Context: an optimization exercise on an open-source flow, tuned for small area. The choices shown serve that exercise and are no tape-out recipe.
In this exercise RTL edits were held to simulation tests only and were not proved equivalent to the original.
Power is estimated from default activity; no workload was simulated.

==> flow/design.v, too long to show whole: its modules and the start of the top module <==
// module FA: 4 lines
// module HA: 4 lines
// module OAI22: 3 lines
// module AOI222: 3 lines
// module NAND2: 3 lines
// module NOR2: 3 lines
// module NAND4: 3 lines
// module OR3: 3 lines
// module XOR2: 3 lines
// module AO22: 3 lines
// module INV: 3 lines
// module Adder: 13 lines
// module Branch_Adder: 14 lines
// module Sign_Extend: 2 lines
// module Shift_Left_Twice: 2 lines
// module Register: 14 lines
// module Register_File: 35 lines
// module Decoder: 12 lines
// module ReadMux: 21 lines
// module RegRow: 16 lines
// module ALU: 19 lines
// module Multiplier: 1116 lines
// module CPA32: 122 lines
// module BoothEnc: 5 lines
// module BoothEnc0: 5 lines
// module BoothSel: 5 lines
// module BoothSel0: 5 lines
// module ALU_Decoder: 2 lines
// module Main_Decoder: 2 lines
// module Control_Unit: 26 lines
// module Datapath: 52 lines
// module MIPS_Processor: 23 lines
module MIPS_Processor (
    output    wire       [31:0]      PC_M,
    output    wire       [31:0]      ALU_OUT_M,
    output    wire       [31:0]      writeData_M,
    output    wire                   MemWrite_M,
    input     wire       [31:0]      Instr_M, RD_M,
    input     wire                   clk_M, rst_M
);
  // ...
==> flow/flow/run.sh <==
#!/bin/bash
# Layout flow: the standard flow (standard.sh) with three changes to how
# the layout is made:
#  - port buffers are the smallest buffer, sky130_fd_sc_hd__buf_1,
#  - clock tree synthesis inserts no dummy loads,
#  - after global routing, gates off the critical paths are downsized
#    (repair_timing -recover_power).
# Each tool's output is in the ORFS logs under orfs/logs; standard.sh's own
# output is in standard.log.
set -e
cat >> config.mk <<'X'
export BUFFER_PORTS_ARGS = -buffer_cell sky130_fd_sc_hd__buf_1
export CTS_ARGS = -sink_clustering_enable -repair_clock_nets -dont_use_dummy_load
export RECOVER_POWER = 100
X
mkdir -p my_inputs
cp standard.sh synth_recipe.tcl config.mk constraint.sdc my_inputs/ 2>/dev/null || true
bash standard.sh > standard.log 2>&1
==> flow/standard.sh <==
#!/bin/bash
# synth_recipe.tcl (not shown) runs the flow's synth.tcl, then flattens the netlist and writes it again
# the make line also repeats each setting of config.mk as NAME=value (left out here)
make -C /OpenROAD-flow-scripts/flow DESIGN_CONFIG=/design/flow/config.mk WORK_HOME=/design/flow/orfs CLKGATE_MAP_FILE= SYNTH_SCRIPT=/design/flow/synth_recipe.tcl "${@:-finish}"
==> flow/config.mk <==
export PLATFORM = sky130hd
export DESIGN_NAME = MIPS_Processor
export DESIGN_NICKNAME = MIPS_Processor
export VERILOG_FILES = /design/flow/design.v
export SDC_FILE = /design/flow/constraint.sdc
export NUM_CORES = 4
export LEC_CHECK = 0
export CAP_MARGIN = 20
export CORE_MARGIN = 2
export CORE_UTILIZATION = 50
export SLEW_MARGIN = 20
export SYNTH_HIERARCHICAL = 1
export SYNTH_MINIMUM_KEEP_SIZE = 0
export BUFFER_PORTS_ARGS = -buffer_cell sky130_fd_sc_hd__buf_1
export CTS_ARGS = -sink_clustering_enable -repair_clock_nets -dont_use_dummy_load
export RECOVER_POWER = 100
==> flow/constraint.sdc <==
create_clock -name core_clock -period 18.0 [get_ports {clk_M}]
set_input_delay 3.6000 -clock core_clock [delete_from_list [all_inputs] [get_ports {clk_M}]]
set_output_delay 3.6000 -clock core_clock [all_outputs]
set_load 0.01 [all_outputs]
==> impl_metrics.json, run 1 <==
{
  "io-pin-count": 163,
  "drt_wl_total_um": 253000,
  "synth_area_um2": 54800,
  "min_to": "DP.RF.valid[19]$_DFF_PN0_",
  "power_leader": "sequential cells",
  "layout_setup_ws_ns": -0.0230,
  "final_area_um2": 61900,
  "pwr-share-clk_pct": 28.9,
  "crit_family": "simple AND/OR/NAND/NOR gates",
  "critical_path.max_stage_delay_ns": 0.99,
  "netlist-cell-type-count": 50,
  "firstDrtPassIters": 13,
  "pre_cts_slack_ns": 0.375,
  "path_depth": 28,
  "comb_power_share_pct": 23.5,
  "drive_gt1_share_pct": 8.09,
  "seqAreaFraction_pct": 35.6,
  "drtIter0Drc": 10600,
  "antenna_found_initial": 15,
  "slew_viol_final": 1938,
  "place_hpwl_um": 165000,
  "crit_start": "Instr_M[18]",
  "gp_congestion": 0.975,
  "avgSynthCellArea_um2": 11.6,
  "synth_compound_area_share_pct": 33.3,
  "ir_worst_vdd_uv": 84.2,
  "finalPower_uw": 7000,
  "setup_violations": 1,
  "antenna_cells": 8,
  "cap_violations": 57,
  "use_met3_pct": 16.6,
  "post_drt_via_cell_ratio": 7.85,
  "vias": 52600,
  "failed_checks": "max-capacitance violations, max-slew violations, negative setup slack",
  "powerComb_uw": 1640,
  "yosysSeqAreaShare_pct": 40.2,
  "routed.top_layer": "met5",
  "r2r_cells": 32,
  "synth_mux_area_share_pct": 0.103,
  "dpl.cell_count": 6582,
  "status": "complete, but fails checks",
  "post_drt_wl_per_cell_um": 37.7
}
==> inputs of run 2 (changes only) <==
==> flow/flow/run.sh (replaced) <==
#!/bin/bash
# Layout flow: the standard flow (standard.sh) with three changes to how
# the layout is made:
#  - port buffers are the smallest buffer, sky130_fd_sc_hd__buf_1,
#  - clock tree synthesis inserts no dummy loads and clusters up to 24
#    flip-flops (within 100 um) on each clkbuf_16 leaf buffer.
# Each tool's output is in the ORFS logs under orfs/logs; standard.sh's own
# output is in standard.log.
set -e
cat >> config.mk <<'X'
export BUFFER_PORTS_ARGS = -buffer_cell sky130_fd_sc_hd__buf_1
export CTS_ARGS = -sink_clustering_enable -repair_clock_nets -dont_use_dummy_load -buf_list sky130_fd_sc_hd__clkbuf_16 -sink_clustering_size 24 -sink_clustering_max_diameter 100
X
mkdir -p my_inputs
cp standard.sh synth_recipe.tcl config.mk constraint.sdc my_inputs/ 2>/dev/null || true
bash standard.sh > standard.log 2>&1
--- a/flow/config.mk
+++ b/flow/config.mk
@@ -8,9 +8,9 @@
 export CAP_MARGIN = 20
 export CORE_MARGIN = 2
 export CORE_UTILIZATION = 50
+export SETUP_SLACK_MARGIN = 0.2
 export SLEW_MARGIN = 20
 export SYNTH_HIERARCHICAL = 1
 export SYNTH_MINIMUM_KEEP_SIZE = 0
 export BUFFER_PORTS_ARGS = -buffer_cell sky130_fd_sc_hd__buf_1
-export CTS_ARGS = -sink_clustering_enable -repair_clock_nets -dont_use_dummy_load
-export RECOVER_POWER = 100
+export CTS_ARGS = -sink_clustering_enable -repair_clock_nets -dont_use_dummy_load -buf_list sky130_fd_sc_hd__clkbuf_16 -sink_clustering_size 24 -sink_clustering_max_diameter 100
==> impl_metrics.json, run 2 <==
{
  "status": "no timing/DRC/antenna violations",
  "max_freq_mhz": 56.9,
  "fin_crit_sh_pct": 97.6,
  "cts_tree": "yes",
  "period_needed_ns": 17.58,
  "routed.top_layer": "met5",
  "post_cts_buffers": 0,
  "num_rows": 121,
  "core_um2": 109000,
  "yosys-top-cells-count": "1088 x a22o_1, 1024 x dfxtp_1, 670 x a222oi_1",
  "cts_sinks": 1086,
  "synth-seq-cells": 1086,
  "dr_wl_met2_um": 103000,
  "ir_worst_vdd_uv": 93.1,
  "tightest_slew_ns": 1.20,
  "crit_start": "Instr_M[17]",
  "top_regs": "DP.RF.R.row.q: 1024 flops, DP.RF.valid: 32 flops, DP.PC_reg.Reg_out: 30 flops",
  "clkSlewWorstSetupHoldPaths_ns": 0.09,
  "holdWs_ns": 0.478,
  "largest_reg_flops": 1024,
  "cts_buffers": 52,
  "final_util_pct": 55.7,
  "cts-htree-levels": 2,
  "cellPowerDensity_nw_per_um2": 104,
  "port_buffers": 158,
  "place_hpwl_um": 165000,
  "drive_gt1_share_pct": 8.74,
  "io-pin-count": 163,
  "synth_top_area_share_pct": 37.4,
  "hold_violations": 0,
  "grt_max_degree": 63,
  "largest-register": "DP.RF.R.row.q",
  "reg2reg_from": "DP.PC_reg.Reg_out[0]$_DFF_PN0_",
  "worstPathArrival_ns": 13.98,
  "netlist-cell-type-count": 50,
  "synth-edff-count": 0,
  "critPathLaunchType": "input pin",
  "fp.dieW_um": 335,
  "post_drt_wl_per_cell_um": 37.7,
  "yosysSeqAreaShare_pct": 40.2,
  "grt_pass1_vias": 49500,
  "ys.flop_type": "dfxtp_1",
  "avgSynthCellArea_um2": 11.6,
  "drtAntennaViolNets": 0,
  "setup_tns_ns": 0,
  "drtIter0Drc": 10900,
  "dieArea_um2": 112000,
  "cp.required_ns": 14.40,
  "grt_usage_pct": 43.0,
  "grt_pass1_wl_um": 355000,
  "slew_headroom_pct": 19.8,
  "gp_congestion": 0.975,
  "synth_area_um2": 54800,
  "setup_violations": 0,
  "async_flop_share_pct": 5.71,
  "end_kind": "primary output",
  "drt_wl_total_um": 251000,
  "final_cell_mix": "1087 x a22o_1, 1024 x dfxtp_1, 670 x a222oi_1, 331 x xor2_1, 279 x buf_4",
  "slew_viol_final": 0,
  "rrSetupSlack_ns": 5.10,
  "synth_most_common_cell": "a22o_1",
  "cts-root-buf": "clkbuf_16",
  "path_max_fanout": 32,
  "initial_utilization_pct": 50.4,
  "nets": 5650,
  "final_common_cell": "a22o_1",
  "clockBufferDepth": 3,
  "vias": 52100,
  "synth_cells": 4738,
  "synth_top_cell_by_area": "dfxtp_1",
  "clock_skew_ns": 0.0542,
  "syn_to_final_growth_pct": 10.7,
  "yosysWarnings": 9,
  "antenna_found_initial": 15,
  "rsz0062_at_grt": "false",
  "critPathKind": "input pin to primary output",
  "clkLatencyLatePin_ns": 0.70,
  "cap_violations": 0,
  "route.met3.wl_um": 35900,
  "firstDrtPassIters": 14,
  "hold_class": "flip-flop to flip-flop",
  "remaining_drc_errors": 0,
  "overflow": 0,
  "die_y_um": 335,
  "min_from": "DP.RF.valid[6]$_DFF_PN0_",
  "wl_met1_um": 95000,
  "nFillCells": 9561,
  "synthTopCellsByArea": "dfxtp_1 37%, a22o_1 17%, a222oi_1 12%",
  "post_drt_via_cell_ratio": 7.85,
  "p_leak_uw": 0.0265
}
run 2: final timing paths:
check / endpoint / cells past startpoint
setup reg to reg: DP.PC_reg.Reg_out[29]$_DFF_PN0_ / 32
max in group asynchronous: DP.RF.valid[25]$_DFF_PN0_ / 2
min in group asynchronous: DP.PC_reg.Reg_out[22]$_DFF_PN0_ / 2
setup / recovery: ALU_OUT_M[0] / 28
hold / removal: DP.RF.valid[6]$_DFF_PN0_ / 1
hold reg to reg: DP.RF.valid[6]$_DFF_PN0_ / 1
run 2: worst max-delay path: stages:
cell and delay (ns):
buf_1 0.66, nor2b_1 0.35, and3_2 0.69, a222oi_1 0.50
nand4_1 0.31, or3_1 0.80, and4b_1 0.39, a21oi_2 0.39
o22ai_1 0.19, xor2_1 0.19, fa_1 0.48, fa_1 0.59
fa_1 0.46, fa_1 0.43, fa_1 0.54, fa_1 0.43
ha_1 0.35, a21o_1 0.19, a21o_1 0.17, a21oi_1 0.17
nor2_1 0.06, a211oi_1 0.24, o31ai_2 0.15, fa_1 0.41
xnor2_1 0.39, o211ai_1 0.27, o21ai_0 0.34, buf_1 0.21
run 2: cell type report:
class	count	area [µm²]	area share (%)
Antenna cell	5	12.5	0.0206
Clock buffer	52	1300	2.15
Inverter	117	439	0.724
Multi-Input combinational cell	3525	32300	53.3
Sequential cell	1086	22100	36.4
Tap cell	1414	1770	2.92
Timing Repair Buffer	440	2750	4.54
run 2: kinds of logic after synthesis:
| family | share of synthesized area, % |
|---|---|
| compound gates | 33.3 |
| flops | 40.2 |
| simple gates | 7.58 |
| xor+xnor | 5.85 |
| fa+ha+maj | 12.0 |
| buf+inv | 0.963 |
| mux | 0.103 |
| other cells | 0.0205 |
run 2: per-module statistics from Yosys (local to each module, per instance), excerpt:
module	copies in the design	flip-flops and latches	cell area, µm²
Register_File	1	32	1120
Register	1	30	751
RegRow	32	32	641
Multiplier	1	0	392
Decoder	3	0	325
Datapath	1	0	92.6
BoothEnc	15	0	41.3
FA	256	0	20.0
HA	61	0	12.5
AOI222	670	0	10.0
AO22	1088	0	8.76
run 2: report_power, final:
group          internal, µW  switching (µW)  total [µW]  leakage (µW)
clock network           517             801        1320      0.000641
registers              2920             406        3330       0.00920
logic                   638            1030        1670        0.0166
run 2: layer usage:
layer | track usage (%) | up-vias
li1 | - | 21300
met4 | 24.2 | 8
met3 | 14.8 | 808
met5 | 0.304 | -
met1 | 56.3 | 25900
met2 | 61.7 | 4005
run 2: per-stage QoR:
step / power, µW / cell area (µm²) / cells / setup WS (ns)
floorplan: 4240 / 54800 / 4739 / 0.956
global placement: 4930 / 59300 / 6582 / 0.386
detailed placement: 4970 / 59300 / 6582 / 0.375
CTS: 6240 / 60600 / 6634 / 0.374
global route: 6550 / 60600 / 6634 / 0.290
finish: 6310 / 60700 / 6639 / 0.424
run 2: what timing repair did:
item / 4_1_cts / 5_1_grt
hold buffers: 0 / 0
setup endpoints to repair: 0 / 3
gates resized for setup: 0 / 6
==> inputs of run 3 (changes only) <==
--- a/flow/flow/run.sh
+++ b/flow/flow/run.sh
@@ -1,5 +1,5 @@
 #!/bin/bash
-# Layout flow: the standard flow (standard.sh) with three changes to how
+# Layout flow: the standard flow (standard.sh) with two changes to how
 # the layout is made:
 #  - port buffers are the smallest buffer, sky130_fd_sc_hd__buf_1,
 #  - clock tree synthesis inserts no dummy loads and clusters up to 24
--- a/flow/config.mk
+++ b/flow/config.mk
@@ -5,11 +5,11 @@
 export SDC_FILE = /design/flow/constraint.sdc
 export NUM_CORES = 4
 export LEC_CHECK = 0
-export CAP_MARGIN = 20
+export CAP_MARGIN = 10
 export CORE_MARGIN = 2
 export CORE_UTILIZATION = 50
 export SETUP_SLACK_MARGIN = 0.2
-export SLEW_MARGIN = 20
+export SLEW_MARGIN = 10
 export SYNTH_HIERARCHICAL = 1
 export SYNTH_MINIMUM_KEEP_SIZE = 0
 export BUFFER_PORTS_ARGS = -buffer_cell sky130_fd_sc_hd__buf_1
==> impl_metrics.json, run 3 <==
{
  "final_cell_mix": "1087 x a22o_1, 1024 x dfxtp_1, 670 x a222oi_1, 331 x xor2_1, 279 x buf_4",
  "yosysSeqAreaShare_pct": 40.2,
  "hold_class": "flip-flop to flip-flop",
  "die_y_um": 335,
  "rrSetupSlack_ns": 5.10,
  "grt_pass1_wl_um": 355000,
  "period_needed_ns": 17.61,
  "firstDrtPassIters": 14,
  "clock_skew_ns": 0.0574,
  "fin_crit_sh_pct": 97.8,
  "io-pin-count": 163,
  "synth-edff-count": 0,
  "placed_cell_area_um2": 59300,
  "cap_violations": 0,
  "yosys-top-cells-count": "1088 x a22o_1, 1024 x dfxtp_1, 670 x a222oi_1",
  "worstPathArrival_ns": 14.01,
  "status": "no timing/DRC/antenna violations",
  "cts_sinks": 1086,
  "layoutNonFillerInstCount": 6642,
  "pre_cts_slack_ns": 0.375,
  "yosysWarnings": 9,
  "synth_cells": 4738,
  "ir_worst_vdd_uv": 93.6,
  "slew_headroom_pct": 21.1,
  "initial_utilization_pct": 50.4,
  "num_rows": 121,
  "layout_setup_ws_ns": 0.389,
  "grt_max_degree": 63,
  "synth_area_um2": 54800,
  "final_common_cell": "a22o_1",
  "place_hpwl_um": 165000,
  "cts_tree": "yes",
  "async_flop_share_pct": 5.71,
  "top_regs": "DP.RF.R.row.q: 1024 flops, DP.RF.valid: 32 flops, DP.PC_reg.Reg_out: 30 flops",
  "cts-htree-levels": 2,
  "clkSlewWorstSetupHoldPaths_ns": 0.09,
  "setup_violations": 0,
  "dieArea_um2": 112000,
  "ys.flop_type": "dfxtp_1",
  "reg2reg_to": "DP.PC_reg.Reg_out[29]$_DFF_PN0_",
  "hold_violations": 0,
  "synth_top_cell_by_area": "dfxtp_1",
  "synthTopCellsByArea": "dfxtp_1 37%, a22o_1 17%, a222oi_1 12%",
  "drt_wl_total_um": 250000,
  "rsz0062_at_grt": "false",
  "remaining_drc_errors": 0,
  "end_kind": "primary output",
  "synth_most_common_cell": "a22o_1",
  "largest_reg_flops": 1024,
  "cts-root-buf": "clkbuf_16",
  "r2r_cells": 32,
  "setup_tns_ns": 0,
  "overflow": 0,
  "largest-register": "DP.RF.R.row.q",
  "post_drt_wl_per_cell_um": 37.7,
  "grt_pass1_vias": 49500,
  "avgSynthCellArea_um2": 11.6,
  "min_to": "DP.RF.valid[6]$_DFF_PN0_",
  "tightest_slew_ns": 1.18,
  "cellPowerDensity_nw_per_um2": 104,
  "max_freq_mhz": 56.8,
  "synth_top_area_share_pct": 37.4,
  "final_area_um2": 60700,
  "nFillCells": 9562,
  "antenna_found_initial": 15,
  "core_um2": 109000,
  "nets": 5650,
  "min_from": "DP.RF.valid[6]$_DFF_PN0_",
  "port_buffers": 158,
  "multiInputGateArea_um2": 32300,
  "path_max_fanout": 32,
  "cp.required_ns": 14.40,
  "cts_buffers": 52,
  "clkLatencyLatePin_ns": 0.70,
  "clockBufferDepth": 3,
  "syn_to_final_growth_pct": 10.7,
  "p_leak_uw": 0.0265,
  "holdWs_ns": 0.481,
  "critPathKind": "input pin to primary output",
  "drive_gt1_share_pct": 8.72,
  "critPathLaunchType": "input pin",
  "drtIter0Drc": 10900,
  "reg2reg_from": "DP.PC_reg.Reg_out[0]$_DFF_PN0_",
  "gp_congestion": 0.975,
  "slew_viol_final": 0,
  "vias": 52100,
  "grt_usage_pct": 43.0,
  "regArea_um2": 22100,
  "synth-seq-cells": 1086,
  "netlist-cell-type-count": 50,
  "drtAntennaViolNets": 0,
  "post_drt_via_cell_ratio": 7.85,
  "fp.dieW_um": 335,
  "post_cts_buffers": 0,
  "dpl.cell_count": 6582,
  "worstHoldPathCells": 1
}
## run 3: logic make-up after synthesis
| kind of cell | Yosys count | synth area share (%) |
|---|---|---|
| AOI/OAI and AO/OA | 2068 | 33.3 |
| xor gates and xnor gates | 366 | 5.85 |
| adders and majority gates | 362 | 12.0 |
| buffers and inverters | 128 | 0.963 |
| DFF | 1086 | 40.2 |
| muxes | 5 | 0.103 |
| other | 3 | 0.0205 |
| and+or+nand+nor | 720 | 7.58 |
## run 3: how the worst max path moves through the flow
stage                startpoint            to
detailed placement  Instr_M[18]  ALU_OUT_M[0]
finish              Instr_M[17]  ALU_OUT_M[0]
global placement    Instr_M[18]  ALU_OUT_M[0]
CTS                 Instr_M[18]  ALU_OUT_M[0]
floorplan           Instr_M[31]  ALU_OUT_M[0]
global route        Instr_M[17]  ALU_OUT_M[0]
## run 3: per-layer routing
layer	vias up	track usage, %	part of all wire (%)
li1	21400	-	-
met5	-	0.304	0.033
met4	8	24.2	6.5
met3	780	14.8	14
met2	3992	61.7	41
met1	26000	56.3	38
## run 3: area by class of cell
class | instances | area share, %
multi-input cells | 3525 | 53.3
flip-flops and latches | 1086 | 36.3
repair buffers | 440 | 4.54
well taps | 1414 | 2.92
clock buffers | 52 | 2.14
inverters | 117 | 0.724
diodes | 8 | 0.0330
## run 3: modules after synthesis (local to each module, per instance), a selection
module	flip-flops and latches	cells inside	times used
Datapath	0	11	1
Register_File	32	96	1
NOR2	0	1	16
Decoder	0	48	3
INV	0	1	30
CPA32	0	145	1
XOR2	0	1	272
BoothEnc	0	6	15
FA	0	1	256
BoothEnc0	0	3	1
NAND4	0	1	192
NAND2	0	1	128
## run 3: where the power goes
part           switching, µW  leakage [µW]  internal [µW]  total [µW]
combinational           1030        0.0166            638        1670
sequential               406       0.00920           2920        3330
clock                    798      0.000641            516        1310
## run 3: per-stage QoR
step | power [µW] | util [%]
floorplan | 4240 | -
detailed placement | 4970 | 54.5
CTS | 6240 | 55.7
global route | 6550 | 55.7
global placement | 4930 | 54.5
finish | 6310 | 55.7
## run 3: timing repair
action                     in CTS  in global routing
hold buffers                    0                  0
resized for setup               0                  6
hold endpoints to repair        0                  0
setup endpoints to repair       0                  3
## run 3: worst max-delay path, stage by stage
cell and delay (ns):
buf_1 0.67, nor2b_1 0.36, and3_2 0.70, a222oi_1 0.54, nand4_1 0.45, or3_1 0.70
and2_2 0.28, a21oi_2 0.43, o22ai_1 0.19, xor2_1 0.19, fa_1 0.48, fa_1 0.60
fa_1 0.46, fa_1 0.43, fa_1 0.54, fa_1 0.43, ha_1 0.35, a21o_1 0.19
a21o_1 0.17, a21oi_1 0.17, nor2_1 0.06, a211oi_1 0.24, o31ai_2 0.15, fa_1 0.41
xnor2_1 0.39, o211ai_1 0.27, o21ai_0 0.34, buf_1 0.21
==> module Register_File, before the edit <==
module Register_File (
    output wire  [31:0]                 readData1, readData2,
    input  wire  [31:0]                 writeData,
    input  wire  [4:0]                  readAddr1, readAddr2, writeAddr,
    input  wire                         writeEnable,
    input  wire                         clk,
    input  wire                         reset
);
reg  [31:0] valid;
wire [31:0] we, sel1, sel2;
wire [31:0] wen = ~we;
wire [31:0] q [0:31];
Decoder WD (.addr(writeAddr), .en({32{writeEnable}}), .sel(we));
Decoder R1 (.addr(readAddr1), .en(valid), .sel(sel1));
Decoder R2 (.addr(readAddr2), .en(valid), .sel(sel2));
genvar i, b;
generate
    for (i = 0; i < 32; i = i + 1) begin : R
        RegRow row (.clk(clk), .we(we[i]), .wen(wen[i]), .wd(writeData), .q(q[i]));
    end
endgenerate
always @(posedge clk or negedge reset)
    if (!reset) valid <= 32'b0;
    else        valid <= valid | we;
generate
    for (b = 0; b < 32; b = b + 1) begin : B
        wire [31:0] col;
        for (i = 0; i < 32; i = i + 1) begin : C
            assign col[i] = q[i][b];
        end
        ReadMux M1 (.d(col), .sel(sel1), .y(readData1[b]));
        ReadMux M2 (.d(col), .sel(sel2), .y(readData2[b]));
    end
endgenerate
endmodule
==> module Decoder, before the edit <==
module Decoder (
    input  wire [4:0]  addr,
    input  wire [31:0] en,
    output wire [31:0] sel
);
genvar i;
generate
    for (i = 0; i < 32; i = i + 1) begin : D
        assign sel[i] = en[i] & (addr == i);
    end
endgenerate
endmodule
==> inputs of run 4 (changes only) <==
--- a/flow/design.v
+++ b/flow/design.v
@@ -33,6 +33,15 @@
 module INV (input wire a, output wire y);
 assign y = ~a;
 endmodule
+module AND2 (input wire a, b, output wire y);
+assign y = a & b;
+endmodule
+module AND3 (input wire a, b, c, output wire y);
+assign y = a & b & c;
+endmodule
+module OR2 (input wire a, b, output wire y);
+assign y = a | b;
+endmodule
 module Adder (
     input  wire [29:0]   A,
     output wire [29:0]   C
@@ -87,10 +96,9 @@
     input  wire                         reset
 );
 reg  [31:0] valid;
-wire [31:0] we, sel1, sel2;
-wire [31:0] wen = ~we;
+wire [31:0] we, wen, sel1, sel2;
 wire [31:0] q [0:31];
-Decoder WD (.addr(writeAddr), .en({32{writeEnable}}), .sel(we));
+WriteDecoder WD (.addr(writeAddr), .en(writeEnable), .we(we), .wen(wen));
 Decoder R1 (.addr(readAddr1), .en(valid), .sel(sel1));
 Decoder R2 (.addr(readAddr2), .en(valid), .sel(sel2));
 genvar i, b;
@@ -99,9 +107,15 @@
         RegRow row (.clk(clk), .we(we[i]), .wen(wen[i]), .wd(writeData), .q(q[i]));
     end
 endgenerate
+wire [31:0] valid_next;
+generate
+    for (i = 0; i < 32; i = i + 1) begin : V
+        OR2 o (.a(valid[i]), .b(we[i]), .y(valid_next[i]));
+    end
+endgenerate
 always @(posedge clk or negedge reset)
     if (!reset) valid <= 32'b0;
-    else        valid <= valid | we;
+    else        valid <= valid_next;
 generate
     for (b = 0; b < 32; b = b + 1) begin : B
         wire [31:0] col;
@@ -118,10 +132,39 @@
     input  wire [31:0] en,
     output wire [31:0] sel
 );
+wire [3:0] lo;
+wire [7:0] hi;
+genvar i;
+generate
+    for (i = 0; i < 4; i = i + 1) begin : L
+        assign lo[i] = (addr[1:0] == i);
+    end
+    for (i = 0; i < 8; i = i + 1) begin : H
+        assign hi[i] = (addr[4:2] == i);
+    end
+    for (i = 0; i < 32; i = i + 1) begin : D
+        AND3 g (.a(en[i]), .b(lo[i % 4]), .c(hi[i / 4]), .y(sel[i]));
+    end
+endgenerate
+endmodule
+module WriteDecoder (
+    input  wire [4:0]  addr,
+    input  wire        en,
+    output wire [31:0] we, wen
+);
+wire [3:0] lo;
+wire [7:0] hi;
 genvar i;
 generate
+    for (i = 0; i < 4; i = i + 1) begin : L
+        assign lo[i] = (addr[1:0] == i);
+    end
+    for (i = 0; i < 8; i = i + 1) begin : H
+        assign hi[i] = en & (addr[4:2] == i);
+    end
     for (i = 0; i < 32; i = i + 1) begin : D
-        assign sel[i] = en[i] & (addr == i);
+        AND2  g (.a(lo[i % 4]), .b(hi[i / 4]), .y(we[i]));
+        NAND2 n (.a(lo[i % 4]), .b(hi[i / 4]), .y(wen[i]));
     end
 endgenerate
 endmodule
--- a/flow/config.mk
+++ b/flow/config.mk
@@ -5,11 +5,11 @@
 export SDC_FILE = /design/flow/constraint.sdc
 export NUM_CORES = 4
 export LEC_CHECK = 0
-export CAP_MARGIN = 10
+export CAP_MARGIN = 20
 export CORE_MARGIN = 2
 export CORE_UTILIZATION = 50
 export SETUP_SLACK_MARGIN = 0.2
-export SLEW_MARGIN = 10
+export SLEW_MARGIN = 20
 export SYNTH_HIERARCHICAL = 1
 export SYNTH_MINIMUM_KEEP_SIZE = 0
 export BUFFER_PORTS_ARGS = -buffer_cell sky130_fd_sc_hd__buf_1
==> impl_metrics.json, run 4 <==
{
  "status": "no timing/DRC/antenna violations",
  "synth_most_common_cell": "a22o_1",
  "antenna_found_initial": 21,
  "drive_gt1_share_pct": 8.63,
  "nets": 5642,
  "layoutNonFillerInstCount": 6636,
  "io-pin-count": 163,
  "post_drt_via_cell_ratio": 7.96,
  "dpl.cell_count": 6575,
  "final_cell_mix": "1087 x a22o_1, 1024 x dfxtp_1, 670 x a222oi_1, 331 x xor2_1, 279 x buf_4",
  "setup_violations": 0,
  "critPathKind": "input pin to primary output",
  "rsz0062_at_grt": "false",
  "worstPathArrival_ns": 13.95,
  "post_cts_buffers": 0,
  "synth_compound_area_share_pct": 33.3,
  "hold_buffers": 0,
  "synth_top_family_by_area": "compound AO/OA/AOI/OAI gates",
  "synth-seq-cells": 1086,
  "synth-edff-count": 0,
  "cp_slowest_cell": "and3_2",
  "grt_usage_pct": 43.5,
  "grt_pass1_wl_um": 358000,
  "reg2reg_to": "DP.PC_reg.Reg_out[29]$_DFF_PN0_",
  "avgSynthCellArea_um2": 11.6,
  "cellPowerDensity_nw_per_um2": 105,
  "synth_mux_area_share_pct": 0.103,
  "min_from": "DP.RF.valid[28]$_DFF_PN0_",
  "remaining_drc_errors": 0,
  "ir_worst_vdd_uv": 83.1,
  "initial_utilization_pct": 50.3,
  "finalPower_uw": 6350,
  "end_kind": "primary output",
  "largest-register": "DP.RF.R.row.q",
  "yosysSeqAreaShare_pct": 40.3,
  "slew_headroom_pct": 12.0,
  "core_um2": 109000,
  "synth_top_area_share_pct": 37.5,
  "cts-htree-levels": 2,
  "cpMostUsedCell": "fa_1",
  "synthTopCellsByArea": "dfxtp_1 37%, a22o_1 17%, a222oi_1 12%",
  "rrSetupSlack_ns": 4.99,
  "cts_resized": 0,
  "place_hpwl_um": 163000,
  "min_to": "DP.RF.valid[28]$_DFF_PN0_",
  "r2r_cells": 32,
  "synthSimpleGateAreaFrac_pct": 7.66,
  "slew_viol_final": 0,
  "synth_top_cell_by_area": "dfxtp_1",
  "period_needed_ns": 17.55,
  "p_leak_uw": 0.0264,
  "tightest_slew_ns": 1.32,
  "top_regs": "DP.RF.R.row.q: 1024 flops, DP.RF.valid: 32 flops, DP.PC_reg.Reg_out: 30 flops",
  "dieArea_um2": 112000,
  "critPathLaunchType": "input pin",
  "synth_area_um2": 54700,
  "fp.dieW_um": 335,
  "cts_buffers": 51,
  "hold_violations": 0,
  "largest_reg_flops": 1024,
  "firstDrtPassIters": 15,
  "grt_max_degree": 63,
  "clockBufferDepth": 3,
  "clock_skew_ns": 0.106,
  "drt_wl_total_um": 255000,
  "yosys-top-cells-count": "1088 x a22o_1, 1024 x dfxtp_1, 670 x a222oi_1",
  "clkSlewWorstSetupHoldPaths_ns": 0.10,
  "clkLatencyLatePin_ns": 0.73,
  "hold_class": "flip-flop to flip-flop",
  "synth_cells": 4726,
  "drtAntennaViolNets": 0,
  "critical_path.max_stage_delay_ns": 1.03,
  "cts-root-buf": "clkbuf_16",
  "ys.flop_type": "dfxtp_1",
  "drtIter0Drc": 10900,
  "fin_crit_sh_pct": 97.5,
  "overflow": 0,
  "reg2reg_from": "DP.PC_reg.Reg_out[0]$_DFF_PN0_",
  "num_rows": 121,
  "netlist-cell-type-count": 55,
  "cts_sinks": 1086,
  "vias": 52800,
  "worstHoldPathCells": 1,
  "yosysWarnings": 9,
  "nFillCells": 9519,
  "cp.required_ns": 14.40,
  "synthXorXnorAreaFrac_pct": 5.86,
  "path_max_fanout": 32,
  "setup_tns_ns": 0,
  "async_flop_share_pct": 5.71,
  "cts_tree": "yes",
  "syn_to_final_growth_pct": 10.8,
  "die_y_um": 335,
  "synth-adder-area-share_pct": 12.0,
  "post_drt_wl_per_cell_um": 38.4,
  "cap_violations": 0,
  "holdWs_ns": 0.484,
  "grt_pass1_vias": 49300,
  "final_common_cell": "a22o_1",
  "gp_congestion": 1.03,
  "port_buffers": 158,
  "max_freq_mhz": 57.0
}
## run 4: changes by cell type after synthesis, sizes merged, moves of 3 or more
cell,previous run,this run
and3,100,67
inv,117,86
nand2,158,189
and2,24,52
nor2b,45,39
and3b,10,7
and4b,15,18
and4bb,0,3
nor2,47,44
nor3b,9,6
## run 4: per-stage QoR
step	util [%]	setup slack (ns)	area, µm²
finish	55.8	0.446	60700
global route	55.8	0.279	60600
CTS	55.8	0.755	60600
detailed placement	54.6	0.780	59300
global placement	54.6	0.833	59300
floorplan	-	1.11	54700
## run 4: logic make-up after synthesis
family	after synthesis
other cells	3
flops	1086
compound gates	2068
fa+ha+maj	362
xor+xnor	366
buf+inv	97
simple gates	739
mux	5
## run 4: metal layers
layer,part of all wire (%),track usage (%),wire length (µm)
met5,0.027,0,68
met4,7.2,25.8,18300
met3,15,15.1,38200
met2,41,62.6,105000
met1,37,56.3,93600
## run 4: cell type report
class	count	area [µm²]	share of cell area [%]
sequential	1086	22100	36.4
multi-input combinational	3544	32400	53.3
tap	1414	1770	2.92
inverter	86	323	0.532
clock buffer	51	1280	2.10
antenna	10	25.0	0.0413
timing repair buffer	445	2850	4.70
## run 4: critical path: cells and delay by family
family / cells / cell delay [ns]
adders and majority gates: 8 / 3.57
and+or+nand+nor: 6 / 2.64
AOI/OAI and AO/OA: 10 / 1.87
buffers and inverters: 4 / 1.52
xor gates and xnor gates: 2 / 0.67
## run 4: worst max path at each step
stage               cells after the start         from  slack [ns]           end
floorplan                              22  Instr_M[31]        1.11  ALU_OUT_M[0]
global placement                       28  Instr_M[19]        0.83  ALU_OUT_M[0]
detailed placement                     31  Instr_M[19]        0.78  ALU_OUT_M[0]
CTS                                    31  Instr_M[19]        0.75  ALU_OUT_M[0]
global route                           31  Instr_M[18]        0.28  ALU_OUT_M[0]
finish                                 30  Instr_M[18]        0.45  ALU_OUT_M[0]
## run 4: where the power goes
| part | internal, µW | leakage [µW] | switching (µW) |
|---|---|---|---|
| logic | 655 | 0.0166 | 1040 |
| clock network | 508 | 0.000629 | 813 |
| registers | 2920 | 0.00920 | 410 |
## run 4: modules after synthesis (local to each module, per instance), excerpt
| module | flip-flops and latches | cell area, µm² | copies in the design | cells |
|---|---|---|---|---|
| RegRow | 32 | 641 | 32 | 32 |
| AND3 | 0 | 6.26 | 64 | 1 |
| AND2 | 0 | 6.26 | 32 | 1 |
| OR2 | 0 | 6.26 | 32 | 1 |
| BoothEnc0 | 0 | 20.0 | 1 | 3 |
| XOR2 | 0 | 8.76 | 272 | 1 |
| NAND4 | 0 | 6.26 | 192 | 1 |
| INV | 0 | 3.75 | 30 | 1 |
| NOR2 | 0 | 3.75 | 16 | 1 |
| Multiplier | 0 | 392 | 1 | 63 |
| Control_Unit | 0 | 71.3 | 1 | 10 |
==> inputs of run 5 (changes only) <==
--- a/flow/config.mk
+++ b/flow/config.mk
@@ -8,6 +8,7 @@
 export CAP_MARGIN = 20
 export CORE_MARGIN = 2
 export CORE_UTILIZATION = 50
+export PLACE_DENSITY = 0.72
 export SETUP_SLACK_MARGIN = 0.2
 export SLEW_MARGIN = 20
 export SYNTH_HIERARCHICAL = 1
==> impl_metrics.json, run 5 <==
{
  "final_cell_mix": "1084 x a22o_1, 1024 x dfxtp_1, 670 x a222oi_1, 331 x xor2_1, 272 x fa_1",
  "finalPower_uw": 6290,
  "worstPathArrival_ns": 14.03,
  "setup_tns_ns": 0,
  "nets": 5627,
  "cpMostUsedCell": "fa_1",
  "worstHoldPathCells": 1,
  "dpl.cell_count": 6560,
  "p_leak_uw": 0.0263,
  "yosys-top-cells-count": "1088 x a22o_1, 1024 x dfxtp_1, 670 x a222oi_1",
  "critPathLaunchType": "input pin",
  "cts_resized": 0,
  "top_regs": "DP.RF.R.row.q: 1024 flops, DP.RF.valid: 32 flops, DP.PC_reg.Reg_out: 30 flops",
  "avgSynthCellArea_um2": 11.6,
  "path_max_fanout": 17,
  "drtAntennaViolNets": 0,
  "ys.flop_type": "dfxtp_1",
  "pwr-share-clk_pct": 20.7,
  "yosysWarnings": 9,
  "drtIter0Drc": 11700,
  "largest-register": "DP.RF.R.row.q",
  "drive_gt1_share_pct": 8.06,
  "vias": 53200,
  "dieArea_um2": 112000,
  "comb_power_share_pct": 26.3,
  "cap_violations": 0,
  "slew_viol_final": 0,
  "critical_path.max_stage_delay_ns": 0.78,
  "final_common_cell": "a22o_1",
  "clkSlewWorstSetupHoldPaths_ns": 0.10,
  "drt_wl_total_um": 240000,
  "post_cts_buffers": 0,
  "max_freq_mhz": 56.7,
  "synth-edff-count": 0,
  "seq_power_share_pct": 53.0,
  "internal-power_uw": 4060,
  "clockBufferDepth": 3,
  "core_um2": 109000,
  "tightest_slew_ns": 1.16,
  "synth_most_common_cell": "a22o_1",
  "grt_pass1_wl_um": 342000,
  "r2r_cells": 32,
  "fp.dieW_um": 335,
  "grt_max_degree": 63,
  "cts_sinks": 1086,
  "grt_pass1_vias": 49800,
  "largest_reg_flops": 1024,
  "hold_buffers": 0,
  "port_buffers": 158,
  "cts-htree-levels": 2,
  "cts-root-buf": "clkbuf_16",
  "synth_top_area_share_pct": 37.5,
  "firstDrtPassIters": 14,
  "io-pin-count": 163,
  "crit_family": "adder cells",
  "hold_class": "flip-flop to flip-flop",
  "cp_slowest_cell": "buf_1",
  "status": "no timing/DRC/antenna violations",
  "overflow": 0,
  "clock_skew_ns": 0.116,
  "p_sw_uw": 2230,
  "final_util_pct": 55.6,
  "cellPowerDensity_nw_per_um2": 104,
  "synthTopCellsByArea": "dfxtp_1 37%, a22o_1 17%, a222oi_1 12%",
  "clkLatencyLatePin_ns": 0.73,
  "ir_worst_vdd_uv": 101,
  "remaining_drc_errors": 0,
  "yosysSeqAreaShare_pct": 40.3,
  "fin_crit_sh_pct": 97.9,
  "critPathKind": "input pin to primary output",
  "gp_congestion": 0.986,
  "layoutNonFillerInstCount": 6620,
  "period_needed_ns": 17.63,
  "cts_buffers": 51,
  "end_kind": "primary output",
  "initial_utilization_pct": 50.3,
  "slew_headroom_pct": 22.6,
  "post_drt_wl_per_cell_um": 36.3,
  "path_depth": 29,
  "cp.required_ns": 14.40,
  "grt_usage_pct": 41.0,
  "async_flop_share_pct": 5.71,
  "syn_to_final_growth_pct": 10.5,
  "hold_violations": 0,
  "synth_top_cell_by_area": "dfxtp_1",
  "cts_tree": "yes",
  "synth_cells": 4726,
  "rsz0062_at_grt": "false",
  "die_y_um": 335,
  "post_drt_via_cell_ratio": 8.03,
  "synth-seq-cells": 1086,
  "synth_area_um2": 54700,
  "num_rows": 121,
  "swShare_pct": 35.4,
  "netlist-cell-type-count": 55,
  "antenna_found_initial": 21,
  "setup_violations": 0,
  "critical_path_buf_inv_count": 6,
  "place_hpwl_um": 155000
}
[run 5: changes by cell type in the layout (fill, tap and decap cells not counted), sizes merged]
cell    delta
inv        -1
clkbuf     -1
buf       -14
clkinv     +1
diode      -1
[run 5: metrics by stage]
| stage | hold slack [ns] | cell area (µm²) | setup WS, ns |
|---|---|---|---|
| global route | 0.492 | 60400 | 0.407 |
| global placement | 0.453 | 59100 | 1.07 |
| detailed placement | 0.459 | 59100 | 1.01 |
| CTS | 0.484 | 60400 | 0.976 |
| floorplan | 0.438 | 54700 | 1.11 |
| finish | 0.487 | 60500 | 0.372 |
[run 5: cells by family after synthesis]
family,count (synthesis),synth area share (%)
AO/OA/AOI/OAI,2068,33.3
XOR/XNOR,366,5.86
adder cells (fa/ha/maj),362,12.0
buffers and inverters,97,0.752
flip-flops,1086,40.3
multiplexers,5,0.103
other,3,0.0206
AND/OR/NAND/NOR,739,7.66
[run 5: power by group through the flow]
stage	registers, µW	logic, µW	clock network (µW)
floorplan	3270	972	0
global placement	3340	1530	0
detailed placement	3360	1580	0
CTS	3310	1580	1280
global route	3390	1740	1370
finish	3340	1650	1300
[run 5: final timing paths]
check / slack, ns / start / end
min in group asynchronous: 3.07 / rst_M / DP.PC_reg.Reg_out[0]$_DFF_PN0_
max in group asynchronous: 14.18 / rst_M / DP.RF.valid[24]$_DFF_PN0_
min: 0.49 / DP.RF.valid[3]$_DFF_PN0_ / DP.RF.valid[3]$_DFF_PN0_
min reg2reg: 0.49 / DP.RF.valid[3]$_DFF_PN0_ / DP.RF.valid[3]$_DFF_PN0_
max: 0.37 / Instr_M[25] / ALU_OUT_M[0]
max reg2reg: 4.99 / DP.PC_reg.Reg_out[0]$_DFF_PN0_ / DP.PC_reg.Reg_out[29]$_DFF_PN0_
[run 5: Yosys stat by module (local to each module, per instance), a selection]
module | cells | copies in the design
Datapath | 11 | 1
Register | 30 | 1
RegRow | 32 | 32
NAND4 | 1 | 192
Decoder | 12 | 2
Control_Unit | 10 | 1
OAI22 | 1 | 256
AO22 | 1 | 1088
INV | 1 | 30
AND3 | 1 | 64
WriteDecoder | 12 | 1
AND2 | 1 | 32
Multiplier | 63 | 1
BoothEnc | 6 | 15
[run 5: final cells by class]
type | instances | area, µm²
inverters | 86 | 323
fillers | 9415 | 48300
well taps | 1414 | 1770
clock buffers | 51 | 1280
diodes | 9 | 22.5
flip-flops and latches | 1086 | 22100
repair buffers | 430 | 2680
multi-input cells | 3544 | 32300
[run 5: metal layers]
layer  routed length (µm)  GRT usage, %  part of all wire [%]  vias up
li1                     -             -                     -    21300
met1                84300          51.4                    35    25800
met2                94400          56.5                    39     4925
met3                42000          18.3                    17     1058
met4                19400          27.0                   8.1       26
met5                  278         0.999                  0.12        -
==> inputs of run 6 (changes only) <==
==> flow/flow/run.sh (replaced) <==
#!/bin/bash
# Layout flow: the standard flow (standard.sh) with two changes to how
# the layout is made:
#  - port buffers are the smallest buffer, sky130_fd_sc_hd__buf_1,
#  - clock tree synthesis inserts no dummy loads and clusters up to 28
#    flip-flops (within 90 um) on each clkbuf_16 leaf buffer.
# Each tool's output is in the ORFS logs under orfs/logs; standard.sh's own
# output is in standard.log.
set -e
cat >> config.mk <<'X'
export BUFFER_PORTS_ARGS = -buffer_cell sky130_fd_sc_hd__buf_1
export CTS_ARGS = -sink_clustering_enable -repair_clock_nets -dont_use_dummy_load -buf_list sky130_fd_sc_hd__clkbuf_16 -sink_clustering_size 28 -sink_clustering_max_diameter 90
X
mkdir -p my_inputs
cp standard.sh synth_recipe.tcl config.mk constraint.sdc my_inputs/ 2>/dev/null || true
bash standard.sh > standard.log 2>&1
==> flow/config.mk (replaced) <==
export PLATFORM = sky130hd
export DESIGN_NAME = MIPS_Processor
export DESIGN_NICKNAME = MIPS_Processor
export VERILOG_FILES = /design/flow/design.v
export SDC_FILE = /design/flow/constraint.sdc
export NUM_CORES = 4
export LEC_CHECK = 0
export CAP_MARGIN = 20
export CORE_MARGIN = 2
export CORE_UTILIZATION = 50
export SETUP_SLACK_MARGIN = 0.2
export SLEW_MARGIN = 20
export SYNTH_HIERARCHICAL = 1
export SYNTH_MINIMUM_KEEP_SIZE = 0
export BUFFER_PORTS_ARGS = -buffer_cell sky130_fd_sc_hd__buf_1
export CTS_ARGS = -sink_clustering_enable -repair_clock_nets -dont_use_dummy_load -buf_list sky130_fd_sc_hd__clkbuf_16 -sink_clustering_size 28 -sink_clustering_max_diameter 90
==> impl_metrics.json, run 6 <==
{
  "hold_buffers": 0,
  "critical_path.max_stage_delay_ns": 0.84,
  "dieArea_um2": 112000,
  "fp.dieW_um": 335,
  "max_freq_mhz": 56.9,
  "core_um2": 109000,
  "synthXorXnorAreaFrac_pct": 5.86,
  "cts_resized": 0,
  "async_flop_share_pct": 5.71,
  "nFillCells": 9544,
  "end_kind": "primary output",
  "synth_area_um2": 54700,
  "placed_cell_area_um2": 59300,
  "post_drt_via_cell_ratio": 7.95,
  "path_max_fanout": 29,
  "cts_buffers": 47,
  "cts-root-buf": "clkbuf_16",
  "overflow": 0,
  "cts-htree-levels": 2,
  "antenna_found_initial": 19,
  "synth_top_cell_by_area": "dfxtp_1",
  "synth-seq-cells": 1086,
  "period_needed_ns": 17.57,
  "critPathLaunchType": "input pin",
  "largest-register": "DP.RF.R.row.q",
  "cts_tree": "yes",
  "remaining_drc_errors": 0,
  "synth_most_common_cell": "a22o_1",
  "clkLatencyLatePin_ns": 0.73,
  "die_y_um": 335,
  "largest_reg_flops": 1024,
  "fin_crit_sh_pct": 97.6,
  "initial_utilization_pct": 50.3,
  "setup_violations": 0,
  "ir_worst_vdd_uv": 78.5,
  "slew_viol_final": 0,
  "post_drt_wl_per_cell_um": 38.4,
  "synth_compound_area_share_pct": 33.3,
  "grt_max_degree": 63,
  "cp_slowest_cell": "buf_1",
  "p_leak_uw": 0.0264,
  "synth_cells": 4726,
  "cts_sinks": 1086,
  "place_hpwl_um": 163000,
  "setup_tns_ns": 0,
  "regArea_um2": 22100,
  "firstDrtPassIters": 14,
  "critPathKind": "input pin to primary output",
  "status": "no timing/DRC/antenna violations",
  "drive_gt1_share_pct": 8.58,
  "final_area_um2": 60600,
  "worstPathArrival_ns": 13.97,
  "yosysWarnings": 9,
  "synthSimpleGateAreaFrac_pct": 7.66,
  "final_cell_mix": "1087 x a22o_1, 1024 x dfxtp_1, 670 x a222oi_1, 331 x xor2_1, 279 x buf_4",
  "vias": 52700,
  "post_cts_buffers": 0,
  "cp.required_ns": 14.40,
  "slew_headroom_pct": 10.0,
  "syn_to_final_growth_pct": 10.7,
  "hold_class": "flip-flop to flip-flop",
  "gp_congestion": 1.03,
  "cap_violations": 0,
  "synthTopCellsByArea": "dfxtp_1 37%, a22o_1 17%, a222oi_1 12%",
  "drtAntennaViolNets": 0,
  "drt_wl_total_um": 254000,
  "drtIter0Drc": 10600,
  "clkSlewWorstSetupHoldPaths_ns": 0.09,
  "clock_skew_ns": 0.157,
  "synth_mux_area_share_pct": 0.103,
  "synth_top_area_share_pct": 37.5,
  "yosys-top-cells-count": "1088 x a22o_1, 1024 x dfxtp_1, 670 x a222oi_1",
  "rsz0062_at_grt": "false",
  "synth_top_family_by_area": "compound AO/OA/AOI/OAI gates",
  "top_regs": "DP.RF.R.row.q: 1024 flops, DP.RF.valid: 32 flops, DP.PC_reg.Reg_out: 30 flops",
  "nets": 5639,
  "io-pin-count": 163,
  "cellPowerDensity_nw_per_um2": 104,
  "synth-adder-area-share_pct": 12.0,
  "clockBufferDepth": 3,
  "synth-edff-count": 0,
  "num_rows": 121,
  "tightest_slew_ns": 1.35,
  "ys.flop_type": "dfxtp_1",
  "grt_usage_pct": 43.5,
  "multiInputGateArea_um2": 32400,
  "avgSynthCellArea_um2": 11.6,
  "grt_pass1_vias": 49400,
  "port_buffers": 158,
  "yosysSeqAreaShare_pct": 40.3,
  "cpMostUsedCell": "fa_1",
  "netlist-cell-type-count": 55,
  "grt_pass1_wl_um": 358000,
  "hold_violations": 0,
  "final_common_cell": "a22o_1"
}
## run 6: power breakdown
| group | switching [µW] | total, µW | internal, µW |
|---|---|---|---|
| clock | 804 | 1270 | 471 |
| combinational | 1040 | 1690 | 655 |
| sequential | 412 | 3330 | 2920 |
## run 6: path summary, 6_finish.rpt
path                                                 from                         endpoint  slack [ns]  depth (start not counted)
hold reg to reg                 DP.RF.valid[28]$_DFF_PN0_        DP.RF.valid[28]$_DFF_PN0_        0.48                          1
setup / recovery                              Instr_M[18]                     ALU_OUT_M[0]        0.43                         31
max in group asynchronous                           rst_M        DP.RF.valid[29]$_DFF_PN0_       14.13                          2
hold / removal                  DP.RF.valid[28]$_DFF_PN0_        DP.RF.valid[28]$_DFF_PN0_        0.48                          1
setup reg to reg           DP.PC_reg.Reg_out[0]$_DFF_PN0_  DP.PC_reg.Reg_out[29]$_DFF_PN0_        4.99                         32
min in group asynchronous                           rst_M        DP.RF.valid[17]$_DFF_PN0_        3.16                          2
## run 6: Yosys stat by module (local to each module, per instance), excerpt
| module | flip-flops and latches | times used | cells | cell area (µm²) |
|---|---|---|---|---|
| Decoder | 0 | 2 | 12 | 87.6 |
| XOR2 | 0 | 272 | 1 | 8.76 |
| AOI222 | 0 | 670 | 1 | 10.0 |
| Register_File | 32 | 1 | 32 | 801 |
| Datapath | 0 | 1 | 11 | 92.6 |
| Branch_Adder | 0 | 1 | 1 | 3.75 |
| BoothEnc | 0 | 15 | 6 | 41.3 |
| FA | 0 | 256 | 1 | 20.0 |
## run 6: per-layer routing
| layer | share of wire (%) | global-route usage [%] | vias to the layer above |
|---|---|---|---|
| li1 | - | - | 21300 |
| met5 | 0.022 | 0 | - |
| met1 | 37 | 56.0 | 26000 |
| met3 | 15 | 15.4 | 921 |
| met4 | 7.2 | 26.4 | 8 |
| met2 | 41 | 62.5 | 4438 |
## run 6: cell type report
type                       count  share of cell area, %
multi-input combinational   3544                   53.4
clock buffer                  47                   1.94
tap                         1414                   2.92
antenna                        6                 0.0248
sequential                  1086                   36.4
timing repair buffer         446                   4.74
inverter                      86                  0.533
## run 6: per-stage QoR
step / utilization (%) / cells / hold WS, ns / power (µW) / worst slack [ns]
3_3_place_gp: 54.6 / 6575 / 0.452 / 4950 / 0.833
4_1_cts: 55.7 / 6622 / 0.484 / 6210 / 0.755
3_5_place_dp: 54.6 / 6575 / 0.458 / 4990 / 0.780
5_1_grt: 55.7 / 6623 / 0.503 / 6510 / 0.256
2_1_floorplan: - / 4727 / 0.438 / 4240 / 1.11
6_report: 55.7 / 6629 / 0.483 / 6300 / 0.435
## run 6: cell families (layout without fill, tap and decap cells)
logic type      Yosys count  count (layout)
compound gates         2068            2068
xor+xnor                366             366
fa+ha+maj               362             362
buf+inv                  97             579
flops                  1086            1086
mux                       5               5
other cells               3              10
simple gates            739             739
## run 6: worst max-delay path: cells and delay by family
| kind | cells | cell delay, ns |
|---|---|---|
| buf+inv | 5 | 1.77 |
| compound gates | 10 | 2.23 |
| fa+ha+maj | 8 | 3.58 |
| xor+xnor | 2 | 0.70 |
| simple gates | 6 | 2.05 |
==> inputs of run 7 (changes only) <==
--- a/flow/config.mk
+++ b/flow/config.mk
@@ -8,6 +8,7 @@
 export CAP_MARGIN = 20
 export CORE_MARGIN = 2
 export CORE_UTILIZATION = 50
+export PLACE_DENSITY = 0.72
 export SETUP_SLACK_MARGIN = 0.2
 export SLEW_MARGIN = 20
 export SYNTH_HIERARCHICAL = 1
==> impl_metrics.json, run 7 <==
{
  "hold_class": "flip-flop to flip-flop",
  "rsz0062_at_grt": "false",
  "cts-root-buf": "clkbuf_16",
  "vias": 53300,
  "yosys-top-cells-count": "1088 x a22o_1, 1024 x dfxtp_1, 670 x a222oi_1",
  "post_drt_via_cell_ratio": 8.05,
  "drtIter0Drc": 12100,
  "fin_crit_sh_pct": 98.3,
  "finalPower_uw": 6240,
  "hold_violations": 0,
  "cp_slowest_cell": "buf_1",
  "p_leak_uw": 0.0262,
  "slew_viol_final": 0,
  "core_um2": 109000,
  "antenna_found_initial": 21,
  "period_needed_ns": 17.69,
  "netlist-cell-type-count": 55,
  "yosysSeqAreaShare_pct": 40.3,
  "remaining_drc_errors": 0,
  "cap_violations": 0,
  "max_freq_mhz": 56.5,
  "cts_sinks": 1086,
  "critical_path_buf_inv_count": 6,
  "tightest_slew_ns": 1.20,
  "cp.required_ns": 14.40,
  "layoutNonFillerInstCount": 6620,
  "fp.dieW_um": 335,
  "cpMostUsedCell": "fa_1",
  "crit_family": "adder cells",
  "synth_area_um2": 54700,
  "clkSlewWorstSetupHoldPaths_ns": 0.10,
  "synth_top_cell_by_area": "dfxtp_1",
  "slew_headroom_pct": 20.1,
  "gp_congestion": 0.986,
  "synthTopCellsByArea": "dfxtp_1 37%, a22o_1 17%, a222oi_1 12%",
  "path_max_fanout": 16,
  "hold_buffers": 0,
  "ys.flop_type": "dfxtp_1",
  "grt_pass1_wl_um": 342000,
  "avgSynthCellArea_um2": 11.6,
  "drtAntennaViolNets": 0,
  "cts_resized": 0,
  "num_rows": 121,
  "clkLatencyLatePin_ns": 0.72,
  "synth-edff-count": 0,
  "grt_max_degree": 63,
  "overflow": 0,
  "synth_most_common_cell": "a22o_1",
  "initial_utilization_pct": 50.3,
  "post_cts_buffers": 0,
  "clockBufferDepth": 3,
  "worstPathArrival_ns": 14.09,
  "ir_worst_vdd_uv": 83.3,
  "post_drt_wl_per_cell_um": 36.3,
  "final_cell_mix": "1084 x a22o_1, 1024 x dfxtp_1, 670 x a222oi_1, 331 x xor2_1, 272 x fa_1",
  "cts-htree-levels": 2,
  "cts_tree": "yes",
  "die_y_um": 335,
  "largest_reg_flops": 1024,
  "cts_buffers": 47,
  "synth-seq-cells": 1086,
  "status": "no timing/DRC/antenna violations",
  "grt_pass1_vias": 49700,
  "place_hpwl_um": 155000,
  "drive_gt1_share_pct": 7.99,
  "end_kind": "primary output",
  "async_flop_share_pct": 5.71,
  "nets": 5623,
  "clock_skew_ns": 0.151,
  "io-pin-count": 163,
  "firstDrtPassIters": 14,
  "final_common_cell": "a22o_1",
  "setup_violations": 0,
  "dieArea_um2": 112000,
  "synth_top_area_share_pct": 37.5,
  "largest-register": "DP.RF.R.row.q",
  "drt_wl_total_um": 240000,
  "yosysWarnings": 9,
  "critical_path.max_stage_delay_ns": 0.78,
  "nFillCells": 9404,
  "synth_cells": 4726,
  "syn_to_final_growth_pct": 10.3,
  "critPathLaunchType": "input pin",
  "critPathKind": "input pin to primary output",
  "cellPowerDensity_nw_per_um2": 103,
  "top_regs": "DP.RF.R.row.q: 1024 flops, DP.RF.valid: 32 flops, DP.PC_reg.Reg_out: 30 flops",
  "grt_usage_pct": 40.9,
  "dpl.cell_count": 6560,
  "setup_tns_ns": 0,
  "port_buffers": 158
}
==> run 7: final timing paths <==
check                                          startpoint                         endpoint  slack, ns  cells after the start
max                                           Instr_M[25]                     ALU_OUT_M[0]       0.31                     29
min                             DP.RF.valid[23]$_DFF_PN0_        DP.RF.valid[23]$_DFF_PN0_       0.49                      1
max reg2reg                DP.PC_reg.Reg_out[0]$_DFF_PN0_  DP.PC_reg.Reg_out[29]$_DFF_PN0_       4.99                     32
min reg2reg                     DP.RF.valid[23]$_DFF_PN0_        DP.RF.valid[23]$_DFF_PN0_       0.49                      1
max in group asynchronous                           rst_M        DP.RF.valid[10]$_DFF_PN0_      14.15                      2
min in group asynchronous                           rst_M  DP.PC_reg.Reg_out[13]$_DFF_PN0_       3.11                      2
==> run 7: kinds of logic after synthesis <==
logic type,share of synthesized area (%)
DFF,40.3
and+or+nand+nor,7.66
adders and majority gates,12.0
other,0.0206
muxes,0.103
buffers and inverters,0.752
xor gates and xnor gates,5.86
AOI/OAI and AO/OA,33.3
==> run 7: through the flow <==
step           hold WS (ns)  utilization, %  instance area, µm²  setup WS, ns
4_1_cts               0.487            55.5               60300         0.975
6_report              0.490            55.5               60400         0.307
3_3_place_gp          0.453            54.4               59100          1.07
3_5_place_dp          0.459            54.4               59100          1.01
5_1_grt               0.495            55.5               60300         0.321
2_1_floorplan         0.438               -               54700          1.11
==> run 7: Yosys stat by module, one instance, submodules excluded, excerpt <==
module | times used | cells
CPA32 | 1 | 145
Register | 1 | 30
Datapath | 1 | 11
Control_Unit | 1 | 10
BoothEnc | 15 | 6
BoothEnc0 | 1 | 3
HA | 61 | 1
AO22 | 1088 | 1
XOR2 | 272 | 1
AND2 | 32 | 1
NAND4 | 192 | 1
OR3 | 64 | 1
NAND2 | 160 | 1
NOR2 | 16 | 1
INV | 30 | 1
==> run 7: layout make-up <==
| class | count | area [µm²] | share of cell area (%) |
|---|---|---|---|
| repair buffers | 430 | 2680 | 4.43 |
| diodes | 13 | 32.5 | 0.0539 |
| inverters | 86 | 323 | 0.535 |
| clock buffers | 47 | 1180 | 1.95 |
| flip-flops and latches | 1086 | 22100 | 36.5 |
| well taps | 1414 | 1770 | 2.93 |
| multi-input cells | 3544 | 32300 | 53.6 |
==> run 7: power breakdown <==
part / internal (µW) / leakage, µW / switching, µW
Sequential: 2920 / 0.00920 / 412
Combinational: 635 / 0.0165 / 1020
Clock: 470 / 0.000579 / 780
==> run 7: routing by layer <==
layer | vias to the layer above | share of wire (%) | global-route usage [%]
met2 | 4929 | 39 | 56.2
met1 | 25900 | 35 | 51.6
met5 | - | 0.20 | 1.95
met3 | 1100 | 17 | 18.0
met4 | 26 | 8.1 | 26.8
li1 | 21300 | - | -

[static timing again, ports no longer ideal]
No port has a modelled driver above. Below, the same layouts with a new extraction and two added sets of constraints.
Step 1 assumes that a clkbuf_16 drives the clock port and a buf_2 every other input.
Step 2 moves the port delays by t, midway between the first and last clock arrival at a register: inputs arrive t later, outputs are due t later. That takes back most of the time a late clock gives input paths.
a / b / c = ideal ports / drivers / drivers and shift; a / b = the first two.
run | shift t [ns] | setup slack, ns | worst register clock-pin slew, ns | worst slew at a driven data input, ns | cell pins on the clock port's net
run 1 | 0.775 | -0.023 / -0.055 / -0.055 | 0.07 / 0.07 | 0.08 | 1
run 2 | 0.750 | 0.424 / 0.398 / 0.398 | 0.10 / 0.10 | 0.08 | 1
run 3 | 0.750 | 0.389 / 0.362 / 0.362 | 0.10 / 0.10 | 0.08 | 1
run 4 | 0.748 | 0.446 / 0.413 / 0.413 | 0.11 / 0.11 | 0.06 | 1
run 5 | 0.745 | 0.372 / 0.345 / 0.345 | 0.10 / 0.10 | 0.15 | 1
run 6 | 0.729 | 0.435 / 0.402 / 0.402 | 0.12 / 0.12 | 0.06 | 1
run 7 | 0.721 | 0.307 / 0.280 / 0.280 | 0.12 / 0.12 | 0.14 | 1
